Source: an optimization exercise on an open RTL-to-GDS flow (aim: small area). Production flows keep margins and buffers that such runs may drop.
Function was checked by simulation only, so behaviour that the tests miss may differ from the original.
No activity file was given, so power comes from the tool's default toggle rates.

`design.v`:
```
`timescale 1ps / 1ps
module spi_denetleyici (
   input clk_i,
   input rst_i,
   input  [ 7:0] wb_adr_i,
   input  [31:0] wb_dat_i,
   input         wb_we_i,
   input         wb_stb_i,
   input  [ 3:0] wb_sel_i,
   input         wb_cyc_i,
   output        wb_ack_o,
   output [31:0] wb_dat_o,
   input  [3:0] qspi_data_i,
   output [3:0] qspi_data_o,
   output [3:0] qspi_data_oe,
   output spi_cs_o,
   output spi_sck_o
);
   localparam [1:0] S_IDLE = 2'd0, S_INST = 2'd1, S_DUMMY = 2'd2, S_DATA = 2'd3;
   reg [31:0] rf0, rf1, rf2, rf3, rf4, rf5, rf6, rf7, rf8, rf9;
   reg [1:0]  state;
   reg [3:0]  word_ctr;
   reg [10:0] bit_ctr;
   reg [31:0] t_buffer;
   reg [31:0] r_buffer;
   reg        ack;
   reg        inst_flag;
   reg        clock_en;
   reg [5:0]  prescale_ctr;
   wire [7:0] instruction_value = rf0[7:0];
   wire [1:0] data_mod = rf0[9:8];
   wire write_flash = rf0[10];
   wire [4:0] dummy_cycles = rf0[15:11];
   wire [8:0] data_size = rf0[24:16];
   wire [5:0] prescale = rf0[30:25];
   wire x4 = data_mod == 2'b11;
   wire x2 = data_mod == 2'b10;
   wire x1 = ~x4 & ~x2;
   wire idle = state == S_IDLE;
   wire st_inst = state == S_INST;
   wire st_dummy = state == S_DUMMY;
   wire st_data = state == S_DATA;
   wire nrst = ~rst_i;
   assign wb_ack_o = ack | (wb_stb_i & (wb_adr_i != 8'd0));
   always @(posedge clk_i) begin
      if (rst_i) begin
         prescale_ctr <= 6'd0;
         clock_en <= 1'b0;
      end else if (prescale_ctr < prescale) begin
         clock_en <= 1'b0;
         prescale_ctr <= prescale_ctr + 6'd1;
      end else begin
         clock_en <= 1'b1;
         prescale_ctr <= 6'd0;
      end
   end
   wire lo0 = bit_ctr[2:0] == 3'd0;
   wire hi0 = bit_ctr[10:3] == 8'h00;
   wire hi1 = bit_ctr[10:3] == 8'hff;
   wire bc_zero = hi0 & lo0;
   wire bc_one = hi0 & (bit_ctr[2:0] == 3'd1);
   wire d_end = hi1 & lo0;
   wire word_end = (bit_ctr[4:3] == 2'b11) & (bit_ctr[2:0] == {x4, x2, x1});
   wire adr0 = rf1 == 32'd0;
   wire dummy0 = dummy_cycles == 5'd0;
   wire start = clock_en & idle & wb_stb_i & inst_flag;
   wire inst_tick = clock_en & st_inst;
   wire inst_end = inst_tick & bc_one;
   wire dum_end = clock_en & st_dummy & bc_zero;
   wire enter = (inst_end & dummy0) | dum_end;
   wire data_tick = clock_en & st_data & ~d_end;
   wire data_end = clock_en & st_data & d_end;
   wire adv = data_tick & word_end;
   wire store = adv & ~write_flash;
   wire wload = enter | (adv & write_flash);
   wire bus_we = wb_we_i & idle;
   wire [2:0] bc_step = st_data ? {x4, x2, x1} : 3'd1;
   wire [3:0] bc_lo = {1'b0, bit_ctr[2:0]} - {1'b0, bc_step};
   wire [7:0] bc_hi = bit_ctr[10:3] - {7'd0, bc_lo[3]};
   wire [10:0] bc_dec = {bc_hi, bc_lo[2:0]};
   always @(posedge clk_i) begin
      if (rst_i) begin
         state <= S_IDLE;
         word_ctr <= 4'd0;
         bit_ctr <= 11'd0;
         ack <= 1'b0;
         inst_flag <= 1'b0;
      end else begin
         if (bus_we & (wb_adr_i == 8'd0) & ~ack)
            inst_flag <= 1'b1;
         if (inst_tick)
            inst_flag <= 1'b0;
         if (clock_en & idle) ack <= 1'b0;
         if (data_end) ack <= 1'b1;
         if (start) word_ctr <= 4'd0;
         if (enter | adv) word_ctr <= word_ctr + 4'd1;
         if (start) state <= S_INST;
         if (inst_end) state <= dummy0 ? S_DATA : S_DUMMY;
         if (dum_end) state <= S_DATA;
         if (data_end) state <= S_IDLE;
         if (start) bit_ctr <= adr0 ? 11'd8 : 11'd32;
         else if (enter) bit_ctr <= {data_size[7:0], 3'b000};
         else if (inst_end) bit_ctr <= {6'd0, dummy_cycles};
         else if (inst_tick | (clock_en & st_dummy) | data_tick) bit_ctr <= bc_dec;
      end
   end
   wire [5:0] rd_idx = wb_adr_i[7:2];
   wire [9:0] rsel;      
   wire [9:0] wen;       
   wire [9:2] usel;      
   genvar g;
   generate
      for (g = 0; g < 10; g = g + 1) begin : dec
         assign rsel[g] = rd_idx == g;
         if (g == 0) begin : w0
            assign wen[g] = rst_i | (bus_we & rsel[g]);
         end else begin : wn
            assign wen[g] = rst_i | (bus_we & rsel[g]) | (store & (word_ctr == g - 1));
         end
         if (g >= 2) begin : u
            assign usel[g] = nrst & wload & (word_ctr == g - 2);
         end
      end
   endgenerate
   wire usel_i = nrst & start;
   wire [1:0] bl = bit_ctr[1:0];
   wire nib_last = x4 | (x2 & (bl == 2'd2)) | (x1 & (bl == 2'd1));
   wire t_sh4 = (inst_tick & (bl == 2'd1)) | (data_tick & write_flash & nib_last);
   wire h4 = nrst & ~wload & t_sh4;
   wire t_hold = nrst & ~(start | t_sh4 | enter);
   wire rd_tick = data_tick & ~write_flash;
   wire r_en = rst_i | (rd_tick & nib_last);
   wire rs3_en = rd_tick & ~x4 & (bl == 2'd0);
   wire rs2_en = rd_tick & ((x1 & (bl == 2'd3)) | (x2 & (bl == 2'd0)));
   wire rs1_en = rd_tick & x1 & (bl == 2'd2);
   reg rs3, rs2, rs1;
   always @(posedge clk_i) begin
      if (rs3_en) rs3 <= x2 ? qspi_data_i[1] : qspi_data_i[0];
      if (rs2_en) rs2 <= qspi_data_i[0];
      if (rs1_en) rs1 <= qspi_data_i[0];
   end
   wire idle_nr = nrst & idle;
   wire busy_nr = nrst & ~idle;
   wire [31:0] iw = {instruction_value, rf1[23:0]};
   wire [31:0] wd;       
   wire [31:0] t_d;      
   wire [31:0] rdat;
   generate
      for (g = 0; g < 32; g = g + 1) begin : dp
         wire ra, rb, rc, rd;
         g_a222oi ra_i (.a1(rsel[0]), .a2(rf0[g]), .b1(rsel[1]), .b2(rf1[g]), .c1(rsel[2]), .c2(rf2[g]), .y(ra));
         g_a222oi rb_i (.a1(rsel[3]), .a2(rf3[g]), .b1(rsel[4]), .b2(rf4[g]), .c1(rsel[5]), .c2(rf5[g]), .y(rb));
         g_a222oi rc_i (.a1(rsel[6]), .a2(rf6[g]), .b1(rsel[7]), .b2(rf7[g]), .c1(rsel[8]), .c2(rf8[g]), .y(rc));
         g_nand2  rd_i (.a(rsel[9]), .b(rf9[g]), .y(rd));
         g_nand4  ro_i (.a(ra), .b(rb), .c(rc), .d(rd), .y(rdat[g]));
         wire ta, tb, tc, td;
         g_a222oi ta_i (.a1(usel[2]), .a2(rf2[g]), .b1(usel[3]), .b2(rf3[g]), .c1(usel[4]), .c2(rf4[g]), .y(ta));
         g_a222oi tb_i (.a1(usel[5]), .a2(rf5[g]), .b1(usel[6]), .b2(rf6[g]), .c1(usel[7]), .c2(rf7[g]), .y(tb));
         g_a222oi tc_i (.a1(usel[8]), .a2(rf8[g]), .b1(usel[9]), .b2(rf9[g]), .c1(usel_i), .c2(iw[g]), .y(tc));
         if (g >= 4) begin : sh4
            g_a222oi td_i (.a1(h4), .a2(t_buffer[g-4]), .b1(t_hold), .b2(t_buffer[g]), .c1(1'b0), .c2(1'b0), .y(td));
            g_nand4 to_i (.a(ta), .b(tb), .c(tc), .d(td), .y(t_d[g]));
            g_a22o wd_i (.a1(idle_nr), .a2(wb_dat_i[g]), .b1(busy_nr), .b2(r_buffer[g-4]), .y(wd[g]));
         end else begin : sh0
            g_nand2 td_i (.a(t_hold), .b(t_buffer[g]), .y(td));
            g_nand4 to_i (.a(ta), .b(tb), .c(tc), .d(td), .y(t_d[g]));
         end
      end
   endgenerate
   assign wd[3] = (idle_nr & wb_dat_i[3]) | (busy_nr & (x4 ? qspi_data_i[3] : rs3));
   assign wd[2] = (idle_nr & wb_dat_i[2]) | (busy_nr & (x4 ? qspi_data_i[2] : rs2));
   assign wd[1] = (idle_nr & wb_dat_i[1]) | (busy_nr & (x1 ? rs1 : qspi_data_i[1]));
   assign wd[0] = (idle_nr & wb_dat_i[0]) | (busy_nr & qspi_data_i[0]);
   assign wb_dat_o = rdat;
   always @(posedge clk_i) begin
      if (wen[0]) rf0 <= wd;
      if (wen[1]) rf1 <= wd;
      if (wen[2]) rf2 <= wd;
      if (wen[3]) rf3 <= wd;
      if (wen[4]) rf4 <= wd;
      if (wen[5]) rf5 <= wd;
      if (wen[6]) rf6 <= wd;
      if (wen[7]) rf7 <= wd;
      if (wen[8]) rf8 <= wd;
      if (wen[9]) rf9 <= wd;
      if (r_en) r_buffer <= wd;
      t_buffer <= t_d;
   end
   wire [1:0] out_mod = (st_dummy | st_data) ? (write_flash ? data_mod : 2'b00) : 2'b01;
   wire om1 = out_mod == 2'b01;
   wire om2 = out_mod == 2'b10;
   wire om3 = out_mod == 2'b11;
   reg x1_bit;
   always @(*)
      case (bl)
         2'd0: x1_bit = t_buffer[31];
         2'd3: x1_bit = t_buffer[30];
         2'd2: x1_bit = t_buffer[29];
         default: x1_bit = t_buffer[28];
      endcase
   assign qspi_data_o[0] = (om1 & x1_bit) | (om3 & t_buffer[28]);
   assign qspi_data_o[1] = om3 & t_buffer[29];
   assign qspi_data_o[2] = (om3 & t_buffer[30]) | (om2 & (bl[1] ? t_buffer[28] : t_buffer[30]));
   assign qspi_data_o[3] = (om3 & t_buffer[31]) | (om2 & (bl[1] ? t_buffer[29] : t_buffer[31]));
   assign qspi_data_oe = out_mod == 2'b11 ? 4'b1111 :
                         out_mod == 2'b10 ? 4'b1100 :
                         out_mod == 2'b01 ? 4'b0001 : 4'b0000;
   assign spi_cs_o = idle;
   assign spi_sck_o = ~idle & ((prescale == 6'd0) | clock_en);
endmodule
module g_a222oi (input a1, input a2, input b1, input b2, input c1, input c2, output y);
   assign y = ~((a1 & a2) | (b1 & b2) | (c1 & c2));
endmodule
module g_a22oi (input a1, input a2, input b1, input b2, output y);
   assign y = ~((a1 & a2) | (b1 & b2));
endmodule
module g_a22o (input a1, input a2, input b1, input b2, output y);
   assign y = (a1 & a2) | (b1 & b2);
endmodule
module g_nand2 (input a, input b, output y);
   assign y = ~(a & b);
endmodule
module g_nand3 (input a, input b, input c, output y);
   assign y = ~(a & b & c);
endmodule
module g_nand4 (input a, input b, input c, input d, output y);
   assign y = ~(a & b & c & d);
endmodule
```
`flow/run.sh`:
```
#!/bin/bash
set -e
export BUFFER_PORTS_ARGS="-buffer_cell sky130_fd_sc_hd__buf_1"
bash standard.sh > standard.log 2>&1
```
`standard.sh`:
```
#!/bin/bash
# synth_recipe.tcl (not shown) runs the flow's synth.tcl, then flattens the netlist and writes it again
# the make line also repeats each setting of config.mk as NAME=value (left out here)
make -C /OpenROAD-flow-scripts/flow DESIGN_CONFIG=/design/flow/config.mk WORK_HOME=/design/flow/orfs CLKGATE_MAP_FILE= SYNTH_SCRIPT=/design/flow/synth_recipe.tcl "${@:-finish}"
```
`config.mk`:
```
export PLATFORM = sky130hd
export DESIGN_NAME = spi_denetleyici
export DESIGN_NICKNAME = spi_denetleyici
export VERILOG_FILES = /design/flow/design.v
export SDC_FILE = /design/flow/constraint.sdc
export NUM_CORES = 4
export LEC_CHECK = 0
export CAP_MARGIN = 5
export CORE_MARGIN = 2
export CORE_UTILIZATION = 40
export CTS_BUF_LIST = sky130_fd_sc_hd__clkbuf_8
export CTS_CLUSTER_DIAMETER = 60
export CTS_CLUSTER_SIZE = 16
export SLEW_MARGIN = 5
export SYNTH_HIERARCHICAL = 1
```
`constraint.sdc`:
```
create_clock -name core_clock -period 8.0 [get_ports {clk_i}]
set_input_delay 1.6000 -clock core_clock [delete_from_list [all_inputs] [get_ports {clk_i}]]
set_output_delay 1.6000 -clock core_clock [all_outputs]
set_load 0.01 [all_outputs]
```
==> results of run 1 <==
worst paths after layout:
kind / start / endpoint / slack [ps] / depth (start not counted)
max: wb_adr_i[5] / wb_dat_o[20] / 2200 / 8
min: prescale_ctr[0] / prescale_ctr[0] / 470 / 1
max reg2reg: rf0[9] / t_buffer[14] / 3990 / 9
min reg2reg: prescale_ctr[0] / prescale_ctr[0] / 470 / 1
state kept, by name, summed over array words and instances, names as in the netlist:
register	flops
word_ctr	4
rf5	32
rf1	32
inst_flag	1
rs1	1
rf6	32
rf0	32
r_buffer	28
rf7	32
rs3	1
state	2
rf2	32
rf4	32
clock_en	1
rf3	32
ack	1
t_buffer	32
bit_ctr	11
rf9	32
rs2	1
rf8	32
prescale_ctr	6
per-module statistics from Yosys (local to each module, per instance):
module           flops+latches  cell area, µm²
g_a222oi                     0            10.0
spi_denetleyici            409           13800
g_nand2                      0            3.75
g_a22o                       0            8.76
g_nand4                      0            6.26
Yosys cell counts (all sizes together), types with 4 or more instances:
cell type / instances / area (µm²)
a21o: 9 / 67.6
o21ai: 8 / 40.0
nand2b: 10 / 62.6
a221o: 8 / 80.1
buf: 11 / 71.3
nor2: 44 / 168
nand2: 66 / 248
nand4: 69 / 432
or3: 5 / 31.3
a21oi: 19 / 95.1
nor4: 15 / 130
a22o: 28 / 245
edfxtp: 351 / 10500
nand3: 13 / 70.1
xnor2: 6 / 52.6
or2: 6 / 37.5
inv: 19 / 71.3
nor3: 15 / 80.1
clkbuf: 7 / 26.3
and2: 11 / 68.8
ha: 16 / 200
xor2: 4 / 35.0
nor2b: 4 / 25.0
o2bb2ai: 7 / 61.3
dfxtp: 58 / 1160
a222oi: 220 / 2200
and3: 5 / 31.3
logic make-up after synthesis:
group	synth area share (%)
AO/OA/AOI/OAI	18.1
buffers and inverters	1.01
other	0.0224
multiplexers	0.515
flip-flops	69.9
XOR/XNOR	0.523
adder cells (fa/ha/maj)	1.31
AND/OR/NAND/NOR	8.70
per-stage QoR:
stage / cell area (µm²) / utilization (%)
detailed placement: 18200 / 44.3
CTS: 18900 / 46.0
floorplan: 17000 / -
finish: 18900 / 46.0
global route: 18900 / 46.0
global placement: 18200 / 44.3
cell type report:
type,count,area (µm²),area share [%]
well taps,532,666,3.52
multi-input cells,688,5190,27.5
clock inverters,22,166,0.880
inverters,19,71.3,0.377
repair buffers,125,602,3.18
flip-flops and latches,409,11700,61.9
clock buffers,37,509,2.69
layout by cell type (no fill, tap or decap), types with 3 or more instances in the layout:
| cell | instances |
|---|---|
| nor2_1 | 33 |
| mux2_2 | 3 |
| nor3b_1 | 3 |
| a21o_1 | 9 |
| a21oi_1 | 19 |
| o2bb2ai_1 | 7 |
| or2_2 | 4 |
| o21ai_0 | 7 |
| nor2_4 | 4 |
| and3_1 | 4 |
| nand4_1 | 69 |
| dfxtp_1 | 58 |
| nor4_1 | 11 |
| ha_1 | 16 |
| inv_1 | 28 |
| mux2i_1 | 3 |
| conb_1 | 56 |
| edfxtp_1 | 351 |
| buf_4 | 35 |
| nor3_2 | 3 |
| nor2_2 | 7 |
| a22o_1 | 28 |
| nor2b_1 | 4 |
| xnor2_1 | 6 |
| buf_1 | 89 |
| nor3_1 | 11 |
| a211oi_1 | 3 |
| a221o_2 | 8 |
| clkbuf_8 | 37 |
| nand2b_1 | 10 |
| xor2_1 | 4 |
| nand3_1 | 12 |
| and2_1 | 11 |
| a222oi_1 | 220 |
| nand2_1 | 66 |
| or3_1 | 5 |
| clkinv_2 | 5 |
| a31oi_1 | 3 |
worst max-delay path, stage by stage:
cell,delay (ps)
buf_1,80
nor3_1,300
nand2_1,280
nor2_2,820
buf_4,500
a222oi_1,190
nand4_1,230
buf_1,180
report_power, final:
part	total [mW]	switching, mW	leakage (nW)	internal (mW)
Sequential	2.55	0.0899	4.05	2.46
Clock	1.22	0.711	0.389	0.506
Combinational	0.213	0.154	1.94	0.0593
metal layers:
metal / track usage [%] / vias up
met4: 9.80 / 0
met5: 0 / -
li1: - / 5241
met2: 40.8 / 985
met1: 35.8 / 6202
met3: 6.40 / 150
==> results.txt, run 1 <==
WS Path Type input pin to output port; WL met2 around 26000 µm; CP Data Arrival Time about 4200 ps; Cell Area, Synth between 0.015 and 0.02 mm²; CP Max Fanout 18; first-pass GRT wire length 83600 µm; CTS Hold Bufs 0; CTS resizes 0; Clk pin slew, worst setup/hold paths 90 ps; WL per Instance between 30 and 40 µm; Clock Latency Late Sink around 580 ps; Die W about 210 µm; CP Launch Type input pin; area delta synth->final 12.9%; Primary FF master, synth edfxtp_1; setup TNS 0 ps; Clock Tree Root clkbuf_8; full die area between 0.04 and 0.05 mm²; Seq cells post-synth 409; # Post-CTS Setup Buffers 0; number of global-route vias before repair ~12000; status no timing/DRC/antenna violations; Async SR Flop Fraction 0%; Power Dens Cells ~210 mW/mm²; RSZ-0062 raised after global routing false; layout cell share with drive strength beyond 1 around 10%; fin crit share around 73%; Cell Count, Final, Fillers Out ~1800; nets about 1300; top layer in use met4; slew of the pin with the lowest slew margin around 1200 ps; IO Pins 96; max cap viols 0; core box area ~0.041 mm²; Setup Skew 38.2 ps; Hold Crit Class flip-flop to flip-flop; yosys warns 7; vias per inst about 6.9; Lkg Pwr between 6 and 7 nW; mean post-synth cell area around 16 µm²; Max Clk Rate between 0.15 and 0.2 GHz; fin. max-slew vios 0; Worst Path Required 6400 ps; Tot Pwr a little under 4 mW; post-synthesis instance total about 1100; IO Port Bufs 90; Site Rows between 70 and 80; Netlist cell types 65; TritonCTS clock tree built; drt pass-1 iters 13; Inserted Diodes 0; Post-Route WL between 50000 and 60000 µm; final worst setup slack between 2000 and 2500 ps; Final Setup Violations 0; gr usage total between 20% and 30%; post-synthesis sequential area ratio roughly 70%; Starting Density between 40 and 50%; 1st-iter DRT viols 2694; min Tclk post-route about 5800 ps; Layout fillers approximately 3700; clock tree buffer depth 3; Placer Congestion a little over 0.8; Die Height 209 µm; final hold slack 473 ps; CTS Buf Count 35; DR WL met3 between 7000 and 8000 µm; clock sink total 409; M1 WL 22200 µm; post-route ant nets 0; VDD IR max between 0.15 and 0.2 mV; final hold violation count 0; largest net degree at the start of global routing between 40 and 50; antenna violations before repair 0; Overflow after GRT 0; Placed Cells roughly 1800; Vias ~13000; pre-CTS setup slack around 2200 ps; headroom to the max-slew limit roughly a fifth; H-tree levels 2; number of synthesized flops with an enable pin 351; hpwl dp between 30000 and 40000 µm; Crit. End Element output port; Post-route DRC 0
==> run 2: changes to the inputs <==
--- a/design.v
+++ b/design.v
@@ -158,8 +158,8 @@
          g_a222oi tb_i (.a1(usel[5]), .a2(rf5[g]), .b1(usel[6]), .b2(rf6[g]), .c1(usel[7]), .c2(rf7[g]), .y(tb));
          g_a222oi tc_i (.a1(usel[8]), .a2(rf8[g]), .b1(usel[9]), .b2(rf9[g]), .c1(usel_i), .c2(iw[g]), .y(tc));
          if (g >= 4) begin : sh4
-            g_a222oi td_i (.a1(h4), .a2(t_buffer[g-4]), .b1(t_hold), .b2(t_buffer[g]), .c1(1'b0), .c2(1'b0), .y(td));
-            g_nand4 to_i (.a(ta), .b(tb), .c(tc), .d(td), .y(t_d[g]));
+            g_a22o td_i (.a1(h4), .a2(t_buffer[g-4]), .b1(t_hold), .b2(t_buffer[g]), .y(td));
+            g_nand4b to_i (.a_n(td), .b(ta), .c(tb), .d(tc), .y(t_d[g]));
             g_a22o wd_i (.a1(idle_nr), .a2(wb_dat_i[g]), .b1(busy_nr), .b2(r_buffer[g-4]), .y(wd[g]));
          end else begin : sh0
             g_nand2 td_i (.a(t_hold), .b(t_buffer[g]), .y(td));
@@ -217,6 +217,9 @@
 module g_a22o (input a1, input a2, input b1, input b2, output y);
    assign y = (a1 & a2) | (b1 & b2);
 endmodule
+module g_nand4b (input a_n, input b, input c, input d, output y);
+   assign y = ~(~a_n & b & c & d);
+endmodule
 module g_nand2 (input a, input b, output y);
    assign y = ~(a & b);
 endmodule
==> results.txt, run 2 <==
status no timing/DRC/antenna violations (unchanged); most frequent cells in the layout 351 x edfxtp_1, 192 x a222oi_1, 89 x buf_1 (was 351 x edfxtp_1, 220 x a222oi_1, 89 x buf_1); Power Dens Cells 212 mW/mm² (was 210 mW/mm²); IO Port Bufs 90 (unchanged); Final Setup Violations 0 (unchanged); most common cell in the netlist edfxtp_1 (unchanged); most common cell after layout, fill and taps aside edfxtp_1 (unchanged); M1 WL 22300 µm (was 22200 µm); Cell Area, Synth 0.0168 mm² (about the same); final worst setup slack 2020 ps (was 2200 ps); Starting Density 40.3% (was 40.7%); Die W 209 µm (about the same); gr usage total 26.0% (was 26.2%); nets 1297 (was 1348); core box area 0.0417 mm² (was 0.0411 mm²); post-synthesis instance total 1078 (was 1079); Post-Synth Simple-Gate Area 9.10% (was 8.70%); final hold violation count 0 (unchanged); WL met2 25000 µm (was 26200 µm); Netlist cell types 64 (was 65); synth cell count leaders 351 x edfxtp_1, 192 x a222oi_1, 66 x nand2_1, 58 x dfxtp_1, 56 x a22o_1 (was 351 x edfxtp_1, 220 x a222oi_1, 69 x nand4_1, 66 x nand2_1, 58 x dfxtp_1); number of global-route vias before repair 12075 (was 12454); Worst path most repeated cell buf_1 (unchanged); Site Rows 75 (was 74); hpwl dp 32700 µm (was 32400 µm); full die area 0.0436 mm² (was 0.0435 mm²); RSZ-0062 raised after global routing false (unchanged); Die Height 209 µm (about the same); Inserted Diodes 0 (unchanged); compound-cell area share of the yosys netlist 17.8% (was 18.1%); CP Max Fanout 14 (was 18); drt pass-1 iters 8 (was 13); area share of the largest cell type after synthesis 62.8% (was 62.9%); dominant cell type by area after synthesis edfxtp_1 (unchanged); slew of the pin with the lowest slew margin 1210 ps (was 1220 ps); CTS resizes 0 (unchanged); post-synthesis mux area share 0.514% (was 0.515%); WL per Instance 32.2 µm (was 31.9 µm); fin. max-slew vios 0 (unchanged); VDD IR max 0.121 mV (was 0.159 mV); setup TNS 0 ps (unchanged); Async SR Flop Fraction 0% (unchanged); top layer in use met4 (unchanged); IO Pins 96 (unchanged); Setup Skew 39.5 ps (was 38.2 ps); DR WL met3 8200 µm (was 7790 µm); vias per inst 6.93 (was 6.87); max cap viols 0 (unchanged); antenna violations before repair 0 (unchanged); TritonCTS clock tree built (unchanged); clock tree buffer depth 3 (unchanged); CTS Buf Count 36 (was 35); H-tree levels 2 (unchanged); Vias 12410 (was 12578); Placer Congestion 0.834 (was 0.831); Primary FF master, synth edfxtp_1 (unchanged); WS Path Type input pin to output port (unchanged); CP Launch Type input pin (unchanged); Clock Latency Late Sink 610 ps (was 580 ps); number of synthesized flops with an enable pin 351 (unchanged); Post-Route WL 57700 µm (was 58400 µm); Finished Cell Area 0.0189 mm² (about the same); headroom to the max-slew limit 18.9% (was 18.6%); CTS Hold Bufs 0 (unchanged); post-synthesis sequential area ratio 69.7% (was 69.9%); DP Area 0.0181 mm² (was 0.0182 mm²); min Tclk post-route 5980 ps (was 5800 ps); Worst Path Required 6400 ps (about the same); Post-route DRC 0 (unchanged); clock sink total 409 (unchanged); Clk pin slew, worst setup/hold paths 80 ps (was 90 ps); layout cell share with drive strength beyond 1 10.9% (was 10.0%); Clock Tree Root clkbuf_8 (unchanged); XOR/XNOR Fraction of Synth Area 0.522% (was 0.523%); largest net degree at the start of global routing 44 (unchanged); yosys warns 7 (unchanged); 1st-iter DRT viols 2619 (was 2694); CP Data Arrival Time 4380 ps (was 4200 ps); pre-CTS setup slack 2100 ps (was 2180 ps); Lkg Pwr 6.30 nW (was 6.37 nW); Crit. End Element output port (unchanged); final hold slack 478 ps (was 473 ps); Post-Synth Adder-Cell Area 1.31% (about the same); post-route ant nets 0 (unchanged); fin crit share 74.8% (was 72.6%); Seq cells post-synth 409 (unchanged); # Post-CTS Setup Buffers 0 (unchanged); CP cell instances buf_1 > or4b_2 > nor3_2 > buf_4 > a222oi_1 > nand4_1 > buf_1 (was buf_1 > nor3_1 > nand2_1 > nor2_2 > buf_4 > a222oi_1 > nand4_1 > buf_1); Overflow after GRT 0 (unchanged); slowest CP cell nor3_2 (was nor2_2); main combinational cell family by area after synthesis compound AO/OA/AOI/OAI gates (unchanged); Synth area leaders edfxtp_1 63%, a222oi_1 11%, dfxtp_1 6.9% (was edfxtp_1 63%, a222oi_1 13%, dfxtp_1 6.9%); biggest cell delay along the critical path 940 ps (was 820 ps); area delta synth->final 12.4% (was 12.9%); Max Clk Rate 0.167 GHz (was 0.172 GHz); mean post-synth cell area 15.6 µm² (was 15.5 µm²); Hold Crit Class flip-flop to flip-flop (unchanged); first-pass GRT wire length 82500 µm (was 83600 µm)
run 2: cell types whose count changed in the layout (fill, tap and decap cells not counted), moves of 3 or more:
cell      before  now
a222oi_1     220  192
a22o_1        28   56
buf_4         35   39
clkinv_2       5    2
clkinv_8       0    4
conb_1        56    0
inv_1         28   31
nand4_1       69   41
nand4b_1       1   29
nor2_2         7    4
nor2_4         4    7
run 2: power by group:
part	switching (mW)	internal [mW]
clock network	0.747	0.554
registers	0.0721	2.45
logic	0.144	0.0469
total	0.963	3.05
run 2: final cells by class:
type                            count  area [µm²]
Clock buffer                       37         509
Fill cell                        3759       22800
Timing Repair Buffer              129         632
Sequential cell                   409       11700
Multi-Input combinational cell    632        5020
Tap cell                          539         674
Inverter                           19        71.3
Clock inverter                     27         258
run 2: per-layer routing:
layer | GRT usage (%) | vias to the layer above
li1 | - | 5155
met1 | 36.3 | 6102
met2 | 38.9 | 993
met3 | 6.99 | 160
met4 | 10.3 | 0
met5 | 0 | -
run 2: per-module statistics from Yosys, one instance, submodules excluded:
module	flops+latches	cells inside	times used
g_nand2	0	1	36
g_a222oi	0	1	192
g_a22o	0	1	56
g_nand4b	0	1	28
g_nand4	0	1	36
spi_denetleyici	409	730	1
run 2: kinds of logic after synthesis:
logic type               Yosys count
multiplexers                       7
XOR/XNOR                          10
adder cells (fa/ha/maj)           17
AO/OA/AOI/OAI                    326
buffers and inverters             37
flip-flops                       409
AND/OR/NAND/NOR                  272
run 2: path summary, 6_finish.rpt:
path,slack [ps],depth (start not counted),start,end
max,2020,7,wb_adr_i[4],wb_dat_o[21]
min,480,1,prescale_ctr[0],prescale_ctr[0]
max reg2reg,4360,6,rf0[8],rf1[19]
min reg2reg,480,1,prescale_ctr[0],prescale_ctr[0]
run 2: metrics by stage:
step	utilization [%]	instances	total power, mW
after global routing	45.3	1792	4.13
final	45.3	1792	4.01
after detailed placement	43.5	1728	2.75
after floorplan	-	1078	2.63
after global placement	43.5	1728	2.75
after CTS	45.3	1792	4.02
run 2: worst max-delay path: cells and delay by family:
family / cells / cell delay (ps)
and+or+nand+nor: 3 / 1920
buffers and inverters: 3 / 710
AOI/OAI and AO/OA: 1 / 140
==> run 3: changes to the inputs <==
==> flow/run.sh (replaced) <==
#!/bin/bash
set -e
export BUFFER_PORTS_ARGS="-buffer_cell sky130_fd_sc_hd__buf_1"
export CTS_ARGS="-sink_clustering_enable -repair_clock_nets -dont_use_dummy_load -buf_list sky130_fd_sc_hd__clkbuf_8 -sink_clustering_size 16 -sink_clustering_max_diameter 60"
bash standard.sh > standard.log 2>&1
==> results.txt, run 3 <==
status no timing/DRC/antenna violations (unchanged); fin. max-slew vios 0 (unchanged); post-route ant nets 0 (unchanged); Hold Crit Class flip-flop to flip-flop (unchanged); CTS resizes 0 (unchanged); Cell Count, Final, Fillers Out 1764 (was 1792); Seq pwr share 66.7% (was 62.8%); Layout fillers 3775 (was 3759); Post-route DRC 0 (unchanged); H-tree levels 2 (unchanged); Vias 12352 (was 12410); Internal Power 2.90 mW (was 3.05 mW); Cell Area, Synth 0.0168 mm² (unchanged); Die Height 209 µm (unchanged); Net Switching 0.875 mW (was 0.963 mW); TritonCTS clock tree built (unchanged); most frequent cells in the layout 351 x edfxtp_1, 192 x a222oi_1, 89 x buf_1 (unchanged); CP Launch Type input pin (unchanged); synth cell count leaders 351 x edfxtp_1, 192 x a222oi_1, 66 x nand2_1, 58 x dfxtp_1, 56 x a22o_1 (unchanged); Buf/Inv on CP 3 (unchanged); max cap viols 0 (unchanged); Placer Congestion 0.834 (unchanged); number of global-route vias before repair 12048 (was 12075); Post-Route WL 57700 µm (about the same); compound-cell area share of the yosys netlist 17.8% (unchanged); delay-heaviest family, CP simple AND/OR/NAND/NOR gates (unchanged); IO Pins 96 (unchanged); post-synthesis mux area share 0.514% (unchanged); Primary FF master, synth edfxtp_1 (unchanged); most common cell after layout, fill and taps aside edfxtp_1 (unchanged); mean post-synth cell area 15.6 µm² (unchanged); Inserted Diodes 0 (unchanged); full die area 0.0436 mm² (unchanged); Async SR Flop Fraction 0% (unchanged); Tot Pwr 3.77 mW (was 4.01 mW); WL per Instance 32.7 µm (was 32.2 µm); most common cell in the netlist edfxtp_1 (unchanged); gr usage total 25.9% (was 26.0%); Crit. End Element output port (unchanged); drt pass-1 iters 12 (was 8); CTS Buf Count 36 (unchanged); Setup Skew 93.1 ps (was 39.5 ps); Sw Share 23.2% (was 24.0%); Power Dens Cells 203 mW/mm² (was 212 mW/mm²); CP cell instances buf_1 > or4b_2 > nor3_2 > buf_4 > a222oi_1 > nand4_1 > buf_1 (unchanged); nets 1297 (unchanged); clock network fraction of design power 28.2% (was 32.4%); pre-CTS setup slack 2100 ps (unchanged); area delta synth->final 10.8% (was 12.4%); VDD IR max 0.120 mV (was 0.121 mV); first-pass GRT wire length 82000 µm (was 82500 µm); core box area 0.0417 mm² (unchanged); XOR/XNOR Fraction of Synth Area 0.522% (unchanged); Synth area leaders edfxtp_1 63%, a222oi_1 11%, dfxtp_1 6.9% (unchanged); final hold violation count 0 (unchanged); Clock Tree Root clkbuf_8 (unchanged); setup TNS 0 ps (unchanged); IO Port Bufs 90 (unchanged); Post-Synth Simple-Gate Area 9.10% (unchanged); number of synthesized flops with an enable pin 351 (unchanged); RSZ-0062 raised after global routing false (unchanged); Worst path most repeated cell buf_1 (unchanged); slowest CP cell nor3_2 (unchanged); CTS Hold Bufs 0 (unchanged); # Post-CTS Setup Buffers 0 (unchanged); post-synthesis instance total 1078 (unchanged); dominant cell type by area after synthesis edfxtp_1 (unchanged); Placed Cells 1728 (unchanged); post-synthesis sequential area ratio 69.7% (unchanged); slew of the pin with the lowest slew margin 1240 ps (was 1210 ps); CP Max Fanout 14 (unchanged); layout cell share with drive strength beyond 1 9.96% (was 10.9%); CP Data Arrival Time 4400 ps (was 4380 ps); biggest cell delay along the critical path 960 ps (was 940 ps); Overflow after GRT 0 (unchanged); Lkg Pwr 6.13 nW (was 6.30 nW); Clk pin slew, worst setup/hold paths 50 ps (was 80 ps); min Tclk post-route 6000 ps (was 5980 ps); area share of the largest cell type after synthesis 62.8% (unchanged); fin crit share 75.0% (was 74.8%); Final Setup Violations 0 (unchanged); antenna violations before repair 0 (unchanged); Clock Latency Late Sink 610 ps (about the same); Netlist cell types 64 (unchanged); Max Clk Rate 0.167 GHz (about the same); clock tree buffer depth 3 (unchanged); 1st-iter DRT viols 2605 (was 2619); final worst setup slack 2000 ps (was 2020 ps); hpwl dp 32700 µm (unchanged); clock sink total 409 (unchanged); largest net degree at the start of global routing 44 (unchanged); Starting Density 40.3% (unchanged); Post-Synth Adder-Cell Area 1.31% (unchanged); Seq cells post-synth 409 (unchanged); Gate power share 5.1% (was 4.8%); Worst Path Required 6400 ps (about the same); Die W 209 µm (unchanged); vias per inst 7.00 (was 6.93); main combinational cell family by area after synthesis compound AO/OA/AOI/OAI gates (unchanged); headroom to the max-slew limit 16.8% (was 18.9%); final hold slack 470 ps (was 478 ps); WS Path Type input pin to output port (unchanged); Site Rows 75 (unchanged); yosys warns 7 (unchanged)
run 3: changes by cell type in the layout (fill, tap and decap cells not counted):
cell	before	now
clkinv_2	2	0
clkbuf_8	37	36
bufinv_16	3	0
inv_6	2	0
inv_1	31	18
inv_8	1	0
clkinvlp_4	2	0
clkinv_8	4	0
run 3: layout make-up:
class	count	area, µm²	share of cell area (%)
Sequential cell	409	11700	62.9
Timing Repair Buffer	129	632	3.40
Clock buffer	36	495	2.66
Multi-Input combinational cell	632	5020	27.0
Inverter	19	71.3	0.383
Tap cell	539	674	3.63
run 3: final timing paths:
check                        from  slack [ps]  depth (start not counted)         endpoint
setup / recovery      wb_adr_i[4]        2000                          7     wb_dat_o[21]
hold reg to reg   prescale_ctr[0]         470                          1  prescale_ctr[0]
setup reg to reg           rf0[8]        4390                          6          rf1[19]
hold / removal    prescale_ctr[0]         470                          1  prescale_ctr[0]
run 3: power groups by stage:
stage	Clock, mW	Sequential, mW	Combinational (mW)
global route	1.15	2.53	0.202
detailed placement	0	2.56	0.188
floorplan	0	2.53	0.0964
global placement	0	2.56	0.186
finish	1.06	2.52	0.191
CTS	1.08	2.51	0.189
run 3: modules after synthesis (local to each module, per instance):
module / area, µm² / flip-flops and latches / cells inside
g_nand2: 3.75 / 0 / 1
g_a222oi: 10.0 / 0 / 1
g_nand4: 6.26 / 0 / 1
g_nand4b: 8.76 / 0 / 1
g_a22o: 8.76 / 0 / 1
spi_denetleyici: 13800 / 409 / 730
run 3: per-stage QoR:
| step | instance area (µm²) | utilization, % |
|---|---|---|
| after floorplan | 16800 | - |
| after global placement | 18100 | 43.5 |
| after detailed placement | 18100 | 43.5 |
| after CTS | 18600 | 44.6 |
| after global routing | 18600 | 44.6 |
| final | 18600 | 44.6 |
run 3: cells by family (layout without fill, tap and decap cells):
logic type	after synthesis	after routing
adder cells (fa/ha/maj)	17	17
flip-flops	409	409
AO/OA/AOI/OAI	326	326
AND/OR/NAND/NOR	272	272
XOR/XNOR	10	10
buffers and inverters	37	184
multiplexers	7	7
run 3: metal layers:
metal | global-route usage [%] | part of all wire, % | up-vias
met1 | 36.4 | 39 | 6086
met3 | 6.30 | 14 | 143
li1 | - | - | 5119
met2 | 38.8 | 43 | 1004
met5 | 0 | 0 | -
met4 | 10.1 | 3.7 | 0
==> run 4: changes to the inputs <==
==> flow/run.sh (replaced) <==
#!/bin/bash
set -e
export BUFFER_PORTS_ARGS="-buffer_cell sky130_fd_sc_hd__buf_1"
bash standard.sh > standard.log 2>&1
==> config.mk (replaced) <==
export PLATFORM = sky130hd
export DESIGN_NAME = spi_denetleyici
export DESIGN_NICKNAME = spi_denetleyici
export VERILOG_FILES = /design/flow/design.v
export SDC_FILE = /design/flow/constraint.sdc
export NUM_CORES = 4
export LEC_CHECK = 0
export CAP_MARGIN = 0
export CORE_MARGIN = 2
export CORE_UTILIZATION = 50
export CTS_BUF_LIST = sky130_fd_sc_hd__clkbuf_8
export CTS_CLUSTER_DIAMETER = 50
export CTS_CLUSTER_SIZE = 20
export SLEW_MARGIN = 0
export SYNTH_HIERARCHICAL = 1
==> results.txt, run 4 <==
post-synthesis sequential area ratio 69.7% (unchanged); Die W 187 µm (was 209 µm); most frequent cells in the layout 351 x edfxtp_1, 192 x a222oi_1, 89 x buf_1 (unchanged); Cell Count, Final, Fillers Out 1702 (was 1764); dominant cell type by area after synthesis edfxtp_1 (unchanged); hpwl dp 31900 µm (was 32700 µm); Starting Density 50.4% (was 40.3%); fin. max-slew vios 0 (unchanged); Vias 12574 (was 12352); post-synthesis instance total 1078 (unchanged); largest net degree at the start of global routing 44 (unchanged); Async SR Flop Fraction 0% (unchanged); clock sink total 409 (unchanged); synth cell count leaders 351 x edfxtp_1, 192 x a222oi_1, 66 x nand2_1, 58 x dfxtp_1, 56 x a22o_1 (unchanged); CP Max Fanout 33 (was 14); Clk pin slew, worst setup/hold paths 90 ps (was 50 ps); Inserted Diodes 0 (unchanged); min Tclk post-route 5390 ps (was 6000 ps); Site Rows 67 (was 75); core box area 0.0333 mm² (was 0.0417 mm²); area share of the largest cell type after synthesis 62.8% (unchanged); TritonCTS clock tree built (unchanged); nets 1296 (was 1297); gr usage total 32.5% (was 25.9%); slew of the pin with the lowest slew margin 1310 ps (was 1240 ps); number of global-route vias before repair 12110 (was 12048); Clock Tree Root clkbuf_8 (unchanged); Die Height 187 µm (was 209 µm); full die area 0.0350 mm² (was 0.0436 mm²); Cell Area, Synth 0.0168 mm² (unchanged); CP Data Arrival Time 3790 ps (was 4400 ps); Max Clk Rate 0.185 GHz (was 0.167 GHz); layout cell share with drive strength beyond 1 11.6% (was 9.96%); CTS Hold Bufs 0 (unchanged); drt pass-1 iters 10 (was 12); Setup Skew 30.9 ps (was 93.1 ps); Overflow after GRT 0 (unchanged); clock tree buffer depth 3 (unchanged); WL per Instance 33.9 µm (was 32.7 µm); yosys warns 7 (unchanged); CTS Buf Count 37 (was 36); Seq cells post-synth 409 (unchanged); CTS resizes 0 (unchanged); most common cell after layout, fill and taps aside edfxtp_1 (unchanged); Clock Latency Late Sink 620 ps (was 610 ps); VDD IR max 0.140 mV (was 0.120 mV); IO Port Bufs 90 (unchanged); antenna violations before repair 1 (was 0); Crit. End Element output port (unchanged); 1st-iter DRT viols 2895 (was 2605); Netlist cell types 64 (unchanged); # Post-CTS Setup Buffers 0 (unchanged); Post-route DRC 0 (unchanged); Layout fillers 2730 (was 3775); Primary FF master, synth edfxtp_1 (unchanged); Final Setup Violations 0 (unchanged); status no timing/DRC/antenna violations (unchanged); H-tree levels 2 (unchanged); vias per inst 7.39 (was 7.00); Worst Path Required 6400 ps (about the same); Placer Congestion 0.884 (was 0.834); final hold violation count 0 (unchanged); setup TNS 0 ps (unchanged); number of synthesized flops with an enable pin 351 (unchanged); most common cell in the netlist edfxtp_1 (unchanged); CP Launch Type input pin (unchanged); RSZ-0062 raised after global routing false (unchanged); first-pass GRT wire length 82100 µm (was 82000 µm); headroom to the max-slew limit 12.4% (was 16.8%); WS Path Type input pin to output port (unchanged); Placed Cells 1635 (was 1728); Post-Route WL 57700 µm (about the same); Hold Crit Class flip-flop to flip-flop (unchanged); Lkg Pwr 6.32 nW (was 6.13 nW); Synth area leaders edfxtp_1 63%, a222oi_1 11%, dfxtp_1 6.9% (unchanged); area delta synth->final 12.3% (was 10.8%); IO Pins 96 (unchanged); max cap viols 0 (unchanged); fin crit share 67.4% (was 75.0%); Power Dens Cells 220 mW/mm² (was 203 mW/mm²); post-route ant nets 0 (unchanged); mean post-synth cell area 15.6 µm² (unchanged)
-- run 4: critical path, cell delays in order --
cell,delay [ps]
buf_1,90
or4b_2,730
nor3_2,130
buf_4,610
a222oi_1,210
nand4_1,230
buf_1,180
-- run 4: path summary, 6_finish.rpt --
| check | startpoint | end | slack, ps | cells after the start |
|---|---|---|---|---|
| setup / recovery | wb_adr_i[4] | wb_dat_o[21] | 2610 | 7 |
| hold / removal | prescale_ctr[0] | prescale_ctr[0] | 470 | 1 |
| setup reg to reg | rf0[9] | t_buffer[31] | 3750 | 9 |
| hold reg to reg | prescale_ctr[0] | prescale_ctr[0] | 470 | 1 |
-- run 4: per-module statistics from Yosys, one instance, submodules excluded --
module	cells inside	copies in the design	area, µm²	flops+latches
g_a22o	1	56	8.76	0
g_nand4b	1	28	8.76	0
spi_denetleyici	730	1	13800	409
g_nand4	1	36	6.26	0
g_nand2	1	36	3.75	0
g_a222oi	1	192	10.0	0
-- run 4: per-stage QoR --
stage	utilization, %	worst slack (ps)	total power [mW]	hold slack [ps]	instance area [µm²]
finish	56.6	2610	4.15	472	18900
global route	56.6	2580	4.27	491	18900
CTS	56.6	2690	4.15	473	18900
detailed placement	54.0	2700	2.75	450	18000
global placement	54.0	2710	2.75	444	18000
floorplan	-	1950	2.63	425	16800
-- run 4: cell families (layout without fill, tap and decap cells) --
| kind of cell | Yosys count | after routing | share of synthesized area [%] |
|---|---|---|---|
| AO/OA/AOI/OAI | 326 | 326 | 17.8 |
| XOR/XNOR | 10 | 10 | 0.522 |
| adder cells (fa/ha/maj) | 17 | 17 | 1.31 |
| buffers and inverters | 37 | 213 | 1.01 |
| flip-flops | 409 | 409 | 69.7 |
| multiplexers | 7 | 7 | 0.514 |
| AND/OR/NAND/NOR | 272 | 272 | 9.10 |
-- run 4: layout make-up --
cell class | instances | area (µm²) | share of cell area, %
Clock buffer | 40 | 551 | 2.92
Sequential cell | 409 | 11700 | 62.1
Tap cell | 448 | 561 | 2.97
Multi-Input combinational cell | 632 | 5020 | 26.6
Inverter | 19 | 71.3 | 0.378
Clock inverter | 27 | 332 | 1.76
Timing Repair Buffer | 127 | 617 | 3.27
-- run 4: power breakdown --
part	total, mW	internal (mW)	switching, mW
logic	0.188	0.0462	0.141
clock network	1.44	0.641	0.799
registers	2.52	2.45	0.0749
-- run 4: layer usage --
metal / GRT usage [%] / routed length [µm] / share of wire [%]
met5: 0 / 0 / 0
met4: 14.6 / 2660 / 4.6
met3: 7.22 / 8130 / 14
met2: 49.0 / 25400 / 44
met1: 45.6 / 21400 / 37
==> run 5: changes to the inputs <==
--- a/design.v
+++ b/design.v
@@ -75,9 +75,7 @@
    wire wload = enter | (adv & write_flash);
    wire bus_we = wb_we_i & idle;
    wire [2:0] bc_step = st_data ? {x4, x2, x1} : 3'd1;
-   wire [3:0] bc_lo = {1'b0, bit_ctr[2:0]} - {1'b0, bc_step};
-   wire [7:0] bc_hi = bit_ctr[10:3] - {7'd0, bc_lo[3]};
-   wire [10:0] bc_dec = {bc_hi, bc_lo[2:0]};
+   wire [10:0] bc_dec = bit_ctr - {8'd0, bc_step};
    always @(posedge clk_i) begin
       if (rst_i) begin
          state <= S_IDLE;
@@ -127,7 +125,7 @@
    wire nib_last = x4 | (x2 & (bl == 2'd2)) | (x1 & (bl == 2'd1));
    wire t_sh4 = (inst_tick & (bl == 2'd1)) | (data_tick & write_flash & nib_last);
    wire h4 = nrst & ~wload & t_sh4;
-   wire t_hold = nrst & ~(start | t_sh4 | enter);
+   wire t_en = rst_i | start | t_sh4 | enter;
    wire rd_tick = data_tick & ~write_flash;
    wire r_en = rst_i | (rd_tick & nib_last);
    wire rs3_en = rd_tick & ~x4 & (bl == 2'd0);
@@ -158,12 +156,11 @@
          g_a222oi tb_i (.a1(usel[5]), .a2(rf5[g]), .b1(usel[6]), .b2(rf6[g]), .c1(usel[7]), .c2(rf7[g]), .y(tb));
          g_a222oi tc_i (.a1(usel[8]), .a2(rf8[g]), .b1(usel[9]), .b2(rf9[g]), .c1(usel_i), .c2(iw[g]), .y(tc));
          if (g >= 4) begin : sh4
-            g_a22o td_i (.a1(h4), .a2(t_buffer[g-4]), .b1(t_hold), .b2(t_buffer[g]), .y(td));
-            g_nand4b to_i (.a_n(td), .b(ta), .c(tb), .d(tc), .y(t_d[g]));
+            g_nand2 td_i (.a(h4), .b(t_buffer[g-4]), .y(td));
+            g_nand4 to_i (.a(ta), .b(tb), .c(tc), .d(td), .y(t_d[g]));
             g_a22o wd_i (.a1(idle_nr), .a2(wb_dat_i[g]), .b1(busy_nr), .b2(r_buffer[g-4]), .y(wd[g]));
          end else begin : sh0
-            g_nand2 td_i (.a(t_hold), .b(t_buffer[g]), .y(td));
-            g_nand4 to_i (.a(ta), .b(tb), .c(tc), .d(td), .y(t_d[g]));
+            g_nand3 to_i (.a(ta), .b(tb), .c(tc), .y(t_d[g]));
          end
       end
    endgenerate
@@ -184,7 +181,7 @@
       if (wen[8]) rf8 <= wd;
       if (wen[9]) rf9 <= wd;
       if (r_en) r_buffer <= wd;
-      t_buffer <= t_d;
+      if (t_en) t_buffer <= t_d;
    end
    wire [1:0] out_mod = (st_dummy | st_data) ? (write_flash ? data_mod : 2'b00) : 2'b01;
    wire om1 = out_mod == 2'b01;
@@ -217,9 +214,6 @@
 module g_a22o (input a1, input a2, input b1, input b2, output y);
    assign y = (a1 & a2) | (b1 & b2);
 endmodule
-module g_nand4b (input a_n, input b, input c, input d, output y);
-   assign y = ~(~a_n & b & c & d);
-endmodule
 module g_nand2 (input a, input b, output y);
    assign y = ~(a & b);
 endmodule
==> run.sh (new file) <==
#!/bin/bash
# synth_recipe.tcl (not shown) runs the flow's synth.tcl, then flattens the netlist and writes it again
# the make line also repeats each setting of config.mk as NAME=value (left out here)
make -C /OpenROAD-flow-scripts/flow DESIGN_CONFIG=/design/flow/config.mk WORK_HOME=/design/flow/orfs CLKGATE_MAP_FILE= SYNTH_SCRIPT=/design/flow/synth_recipe.tcl finish
==> config.mk (replaced) <==
export PLATFORM = sky130hd
export DESIGN_NAME = spi_denetleyici
export DESIGN_NICKNAME = spi_denetleyici
export VERILOG_FILES = /design/flow/design.v
export SDC_FILE = /design/flow/constraint.sdc
export NUM_CORES = 4
export LEC_CHECK = 0
export CAP_MARGIN = 20
export CORE_MARGIN = 2
export CORE_UTILIZATION = 40
export CTS_BUF_LIST = sky130_fd_sc_hd__clkbuf_16
export CTS_CLUSTER_DIAMETER = 80
export CTS_CLUSTER_SIZE = 24
export SLEW_MARGIN = 20
export SYNTH_HIERARCHICAL = 1
removed: flow/run.sh
removed: standard.sh
==> results.txt, run 5 <==
fin crit share 80.3% (was 67.4%); setup TNS 0 ps (unchanged); XOR/XNOR Fraction of Synth Area 0.573% (was 0.522%); gr usage total 24.5% (was 32.5%); max cap viols 0 (unchanged); Die W 209 µm (was 187 µm); area delta synth->final 15.1% (was 12.3%); Crit. End Element output port (unchanged); core box area 0.0417 mm² (was 0.0333 mm²); IO Port Bufs 90 (unchanged); Seq cells post-synth 409 (unchanged); full die area 0.0437 mm² (was 0.0350 mm²); CTS resizes 0 (unchanged); number of global-route vias before repair 11969 (was 12110); Setup Skew 21.8 ps (was 30.9 ps); status no timing/DRC/antenna violations (unchanged); post-route ant nets 0 (unchanged); nets 1269 (was 1296); Multi-input gate area 0.00474 mm² (was 0.00502 mm²); RSZ-0062 raised after global routing false (unchanged); headroom to the max-slew limit 23.1% (was 12.4%); drt pass-1 iters 13 (was 10); Layout fillers 3646 (was 2730); Site Rows 75 (was 67); Net Switching 0.915 mW (was 1.02 mW); Synth area leaders edfxtp_1 68%, a222oi_1 11%, dfxtp_1 3.1% (was edfxtp_1 63%, a222oi_1 11%, dfxtp_1 6.9%); hpwl dp 32100 µm (was 31900 µm); Die Height 209 µm (was 187 µm); pre-CTS setup slack 1680 ps (was 2700 ps); Netlist cell types 59 (was 64); Post-route DRC 0 (unchanged); main combinational cell family by area after synthesis compound AO/OA/AOI/OAI gates (unchanged); Post-Route WL 54600 µm (was 57700 µm); most frequent cells in the layout 383 x edfxtp_1, 192 x a222oi_1, 90 x clkdlybuf4s50_1 (was 351 x edfxtp_1, 192 x a222oi_1, 89 x buf_1); Clock Latency Late Sink 560 ps (was 620 ps); mean post-synth cell area 15.6 µm² (about the same); CP Launch Type input pin (unchanged); 1st-iter DRT viols 2884 (was 2895); Post-Synth Adder-Cell Area 1.09% (was 1.31%); Overflow after GRT 0 (unchanged); antenna violations before repair 1 (unchanged); synth cell count leaders 383 x edfxtp_1, 192 x a222oi_1, 87 x nand2_1, 64 x nand4_1, 43 x nor2_1 (was 351 x edfxtp_1, 192 x a222oi_1, 66 x nand2_1, 58 x dfxtp_1, 56 x a22o_1); vias per inst 6.92 (was 7.39); DP Area 0.0186 mm² (was 0.0180 mm²); Internal Power 3.09 mW (was 3.13 mW); Placer Congestion 0.861 (was 0.884); Clk pin slew, worst setup/hold paths 90 ps (about the same); Async SR Flop Fraction 0% (unchanged); Power Dens Cells 207 mW/mm² (was 220 mW/mm²); H-tree levels 1 (was 2); Max Clk Rate 0.156 GHz (was 0.185 GHz); Hold Crit Class flip-flop to flip-flop (unchanged); Sw Share 22.9% (was 24.5%); most common cell in the netlist edfxtp_1 (unchanged); Vias 12107 (was 12574); clock tree buffer depth 3 (unchanged); layout cell share with drive strength beyond 1 8.68% (was 11.6%); WS Path Type input pin to output port (unchanged); post-synthesis sequential area ratio 71.5% (was 69.7%); largest net degree at the start of global routing 37 (was 44); post-synthesis mux area share 0.439% (was 0.514%); slew of the pin with the lowest slew margin 1150 ps (was 1310 ps); fin. max-slew vios 0 (unchanged); CTS Buf Count 23 (was 37); compound-cell area share of the yosys netlist 16.0% (was 17.8%); Post-Synth Simple-Gate Area 9.38% (was 9.10%); Finished Cell Area 0.0193 mm² (was 0.0189 mm²); Clock Tree Root clkbuf_16 (was clkbuf_8); CTS Hold Bufs 0 (unchanged); TritonCTS clock tree built (unchanged); Starting Density 40.3% (was 50.4%); CP Data Arrival Time 4830 ps (was 3790 ps); Gate power share 5.2% (was 4.5%); min Tclk post-route 6430 ps (was 5390 ps); final hold violation count 0 (unchanged); FF/Latch Area 0.0120 mm² (was 0.0117 mm²); first-pass GRT wire length 79500 µm (was 82100 µm); Primary FF master, synth edfxtp_1 (unchanged); Final Setup Violations 0 (unchanged); final worst setup slack 1570 ps (was 2610 ps); CP Max Fanout 23 (was 33); # Post-CTS Setup Buffers 0 (unchanged); number of synthesized flops with an enable pin 383 (was 351); VDD IR max 0.143 mV (was 0.140 mV); Seq pwr share 63.8% (was 60.8%); post-synthesis instance total 1075 (was 1078); Worst Path Required 6400 ps (about the same); Cell Area, Synth 0.0168 mm² (about the same); clock network fraction of design power 31.0% (was 34.7%); area share of the largest cell type after synthesis 68.4% (was 62.8%); dominant cell type by area after synthesis edfxtp_1 (unchanged); WL per Instance 31.2 µm (was 33.9 µm); IO Pins 96 (unchanged); yosys warns 7 (unchanged); Lkg Pwr 6.38 nW (was 6.32 nW); most common cell after layout, fill and taps aside edfxtp_1 (unchanged); clock sink total 409 (unchanged)
-- run 5: cell count changes in the layout (fill, tap and decap cells not counted), moves of 23 or more --
cell and change:
nand4b_1 -27, clkbuf_8 -40, edfxtp_1 +32, dfxtp_1 -32, clkdlybuf4s50_1 +90, a22o_1 -25, buf_1 -89, clkbuf_16 +23
nand4_1 +23
-- run 5: metal layers --
layer  up-vias  GRT usage [%]  share of wire, %
li1       5063              -                 -
met1      5940           35.4                39
met2       974           37.7                45
met3       130           4.75                13
met4         0           7.44               3.3
met5         -              0                 0
-- run 5: per-stage QoR --
stage               total power [mW]  hold slack (ps)  utilization [%]  cells
floorplan                       2.66              425                -   1075
global placement                2.80              447             44.7   1715
detailed placement              2.80              452             44.7   1715
CTS                             4.01              473             46.3   1748
global route                    4.11              506             46.4   1749
finish                          4.00              467             46.4   1750
-- run 5: path summary, 6_finish.rpt --
path	start	end	slack (ps)	depth (start not counted)
max	wb_adr_i[5]	wb_dat_o[31]	1570	8
min	prescale_ctr[0]	prescale_ctr[0]	470	1
max reg2reg	rf0[11]	t_buffer[28]	3740	9
min reg2reg	prescale_ctr[0]	prescale_ctr[0]	470	1
-- run 5: kinds of logic after synthesis --
group | Yosys count
flops | 409
simple gates | 302
compound gates | 295
mux | 6
xor+xnor | 11
fa+ha+maj | 14
buf+inv | 38
-- run 5: final cells by class --
type | count | area share [%]
inverters | 15 | 0.291
repair buffers | 125 | 6.12
clock buffers | 23 | 2.97
multi-input cells | 628 | 24.5
flip-flops and latches | 409 | 62.1
diodes | 1 | 0.0129
clock inverters | 10 | 0.511
well taps | 539 | 3.49
-- run 5: power groups by stage --
stage | combinational (mW) | clock [mW] | sequential (mW)
global route | 0.222 | 1.32 | 2.56
global placement | 0.202 | 0 | 2.60
finish | 0.209 | 1.24 | 2.55
detailed placement | 0.204 | 0 | 2.60
CTS | 0.205 | 1.25 | 2.55
floorplan | 0.0973 | 0 | 2.56
-- run 5: critical path, stage by stage --
cell and delay [ps]:
clkdlybuf4s50_1 430, nor3_1 350, nand2_1 300, nor2_4 840
buf_4 360, a222oi_1 140, nand4_1 220, clkdlybuf4s50_1 570
-- run 5: Yosys stat by module (local to each module, per instance) --
module | cells inside | area, µm²
g_nand4 | 1 | 6.26
spi_denetleyici | 731 | 14000
g_nand2 | 1 | 3.75
g_a222oi | 1 | 10.0
g_nand3 | 1 | 5.00
g_a22o | 1 | 8.76
==> run 6: changes to the inputs <==
--- a/config.mk
+++ b/config.mk
@@ -8,8 +8,8 @@
 export CAP_MARGIN = 20
 export CORE_MARGIN = 2
 export CORE_UTILIZATION = 40
-export CTS_BUF_LIST = sky130_fd_sc_hd__clkbuf_16
-export CTS_CLUSTER_DIAMETER = 80
-export CTS_CLUSTER_SIZE = 24
+export CTS_BUF_LIST = sky130_fd_sc_hd__clkbuf_8
+export CTS_CLUSTER_DIAMETER = 60
+export CTS_CLUSTER_SIZE = 16
 export SLEW_MARGIN = 20
 export SYNTH_HIERARCHICAL = 1
==> results.txt, run 6 <==
status no timing/DRC/antenna violations (unchanged); CTS Buf Count 35 (was 23); full die area 0.0437 mm² (unchanged); Max Clk Rate 0.156 GHz (about the same); antenna violations before repair 0 (was 1); nets 1281 (was 1269); Setup Skew 39.4 ps (was 21.8 ps); Placer Congestion 0.861 (unchanged); Final Setup Violations 0 (unchanged); Hold Crit Class flip-flop to flip-flop (unchanged); post-route ant nets 0 (unchanged); Seq cells post-synth 409 (unchanged); Sw Share 23.7% (was 22.9%); max cap viols 0 (unchanged); Layout Utilization 46.3% (was 46.4%); Post-route DRC 0 (unchanged); Power Dens Cells 204 mW/mm² (was 207 mW/mm²); DP Area 0.0186 mm² (unchanged); Vias 12202 (was 12107); clock sink total 409 (unchanged); Lkg Pwr 6.38 nW (about the same); number of global-route vias before repair 12030 (was 11969); Crit. End Element output port (unchanged); Seq pwr share 64.7% (was 63.8%); met1 usage 35.7% (was 35.4%); final hold violation count 0 (unchanged); post-synthesis sequential area ratio 71.5% (unchanged); Starting Density 40.3% (unchanged); Clk pin slew, worst setup/hold paths 100 ps (was 90 ps); Netlist cell types 59 (unchanged); CP Launch Type input pin (unchanged); met3 Use GR 4.82% (was 4.75%); most common cell after layout, fill and taps aside edfxtp_1 (unchanged); Cell Area, Synth 0.0168 mm² (unchanged); Die Height 209 µm (unchanged); CP Data Arrival Time 4820 ps (was 4830 ps); Net Switching 0.934 mW (was 0.915 mW); # Post-CTS Setup Buffers 0 (unchanged); layout cell share with drive strength beyond 1 9.76% (was 8.68%); Gate power share 5.3% (was 5.2%); dominant cell type by area after synthesis edfxtp_1 (unchanged); area delta synth->final 14.9% (was 15.1%); clock tree buffer depth 3 (unchanged); min Tclk post-route 6420 ps (was 6430 ps); drt pass-1 iters 10 (was 13); fin crit share 80.2% (was 80.3%); Async SR Flop Fraction 0% (unchanged); core box area 0.0417 mm² (unchanged); fin. max-slew vios 0 (unchanged); Primary FF master, synth edfxtp_1 (unchanged); pre-CTS setup slack 1680 ps (unchanged); setup TNS 0 ps (unchanged); Overflow after GRT 0 (unchanged); CTS Hold Bufs 0 (unchanged); WL per Instance 31.1 µm (was 31.2 µm); vias per inst 6.90 (was 6.92); post-synthesis instance total 1075 (unchanged); Inserted Diodes 0 (was 1); IO Port Bufs 90 (unchanged); clock network fraction of design power 30.1% (was 31.0%); number of synthesized flops with an enable pin 383 (unchanged); area share of the largest cell type after synthesis 68.4% (unchanged); final worst setup slack 1580 ps (was 1570 ps); most frequent cells in the layout 383 x edfxtp_1, 192 x a222oi_1, 90 x clkdlybuf4s50_1 (unchanged); GR Util met2 37.4% (was 37.7%); CTS resizes 0 (unchanged); IO Pins 96 (unchanged); first-pass GRT wire length 79900 µm (was 79500 µm); H-tree levels 2 (was 1); largest net degree at the start of global routing 37 (unchanged); gr usage total 24.8% (was 24.5%); most common cell in the netlist edfxtp_1 (unchanged); slew of the pin with the lowest slew margin 1150 ps (about the same); Synth area leaders edfxtp_1 68%, a222oi_1 11%, dfxtp_1 3.1% (unchanged); VDD IR max 0.107 mV (was 0.143 mV); yosys warns 7 (unchanged); mean post-synth cell area 15.6 µm² (unchanged); Site Rows 75 (unchanged); 1st-iter DRT viols 2808 (was 2884); CP Max Fanout 23 (unchanged); Finished Cell Area 0.0193 mm² (about the same); TritonCTS clock tree built (unchanged); hpwl dp 32100 µm (unchanged); headroom to the max-slew limit 23.3% (was 23.1%); WS Path Type input pin to output port (unchanged); busiest grt layer met2 (unchanged); synth cell count leaders 383 x edfxtp_1, 192 x a222oi_1, 87 x nand2_1, 64 x nand4_1, 43 x nor2_1 (unchanged); RSZ-0062 raised after global routing false (unchanged); Die W 209 µm (unchanged); Tot Pwr 3.95 mW (was 4.00 mW); Clock Latency Late Sink 600 ps (was 560 ps); Internal Power 3.01 mW (was 3.09 mW); Post-Route WL 55100 µm (was 54600 µm); Worst Path Required 6400 ps (about the same); Clock Tree Root clkbuf_8 (was clkbuf_16)
-- run 6: cell count changes in the layout (fill, tap and decap cells not counted), moves of 2 or more --
cell	delta
clkbuf_16	-23
clkbuf_8	+36
clkinv_1	+3
clkinv_4	+2
clkinv_8	-2
inv_6	-3
-- run 6: metrics by stage --
stage               std cells  hold slack (ps)
floorplan                1075              425
global placement         1715              447
detailed placement       1715              452
CTS                      1767              486
global route             1768              511
finish                   1768              483
-- run 6: cell type report --
| type | instances | area [µm²] |
|---|---|---|
| inverter | 15 | 56.3 |
| clock inverter | 16 | 143 |
| multi-input combinational | 628 | 4740 |
| clock buffer | 36 | 495 |
| sequential | 409 | 12000 |
| tap | 539 | 674 |
| timing repair buffer | 125 | 1180 |
| fill | 3668 | 22400 |
-- run 6: worst paths after layout --
path                    start           end  slack (ps)  depth (start not counted)
hold / removal      inst_flag     inst_flag         480                          1
setup reg to reg      rf0[11]  t_buffer[28]        3750                          9
hold reg to reg     inst_flag     inst_flag         480                          1
setup / recovery  wb_adr_i[5]   wb_dat_o[3]        1580                          8
-- run 6: power by group through the flow --
stage | clock network, mW | registers [mW] | logic [mW]
floorplan | 0 | 2.56 | 0.0973
global placement | 0 | 2.60 | 0.202
detailed placement | 0 | 2.60 | 0.204
CTS | 1.20 | 2.55 | 0.205
global route | 1.28 | 2.56 | 0.221
finish | 1.19 | 2.55 | 0.209
-- run 6: cells by family after synthesis --
kind of cell    after synthesis  synth area share (%)
xor+xnor                     11                 0.573
fa+ha+maj                    14                  1.09
flops                       409                  71.5
compound gates              295                  16.0
buf+inv                      38                 0.953
simple gates                302                  9.38
mux                           6                 0.439
-- run 6: critical path: stages --
cell and delay [ps]:
clkdlybuf4s50_1 420, nor3_1 340, nand2_1 290, nor2_4 830
buf_4 350, a222oi_1 140, nand4_1 230, clkdlybuf4s50_1 580
-- run 6: routing by layer --
layer | up-vias | part of all wire, %
met5 | - | 0
met2 | 915 | 44
li1 | 5084 | -
met3 | 148 | 12
met1 | 6055 | 40
met4 | 0 | 3.6
-- run 6: Yosys stat by module (local to each module, per instance) --
module,cells inside,flip-flops and latches
spi_denetleyici,731,409
g_nand3,1,0
g_nand2,1,0
g_a22o,1,0
g_nand4,1,0
g_a222oi,1,0

-- static timing again, ports no longer ideal --
Ports are ideal in the flow. The routed layouts listed here were re-timed in OpenROAD. Step 1 sets driving cells, clkbuf_16 on the clock port and buf_2 on the other inputs (assumed; they add their load-dependent delay and slew). Step 2 moves the port delays by t, midway between the first and last clock arrival at a register: inputs arrive t later, outputs are due t later. That takes back most of the time a late clock gives input paths. a / b / c = no drivers / after step 1 / after step 2; a / b = the first two.
run | t (ns) | setup slack, ns | latest minus earliest clock arrival (ns)
run 1 | 0.617 | 2.196 / 2.176 / 2.176 | 0.039 / 0.039
run 2 | 0.639 | 2.019 / 1.998 / 1.998 | 0.040 / 0.040
run 3 | 0.614 | 2.003 / 1.982 / 1.982 | 0.094 / 0.094
run 4 | 0.654 | 2.608 / 2.587 / 2.587 | 0.031 / 0.030
run 5 | 0.605 | 1.575 / 1.546 / 1.546 | 0.022 / 0.022
run 6 | 0.631 | 1.583 / 1.554 / 1.554 | 0.039 / 0.039
After both steps setup and hold are still met in every run listed.
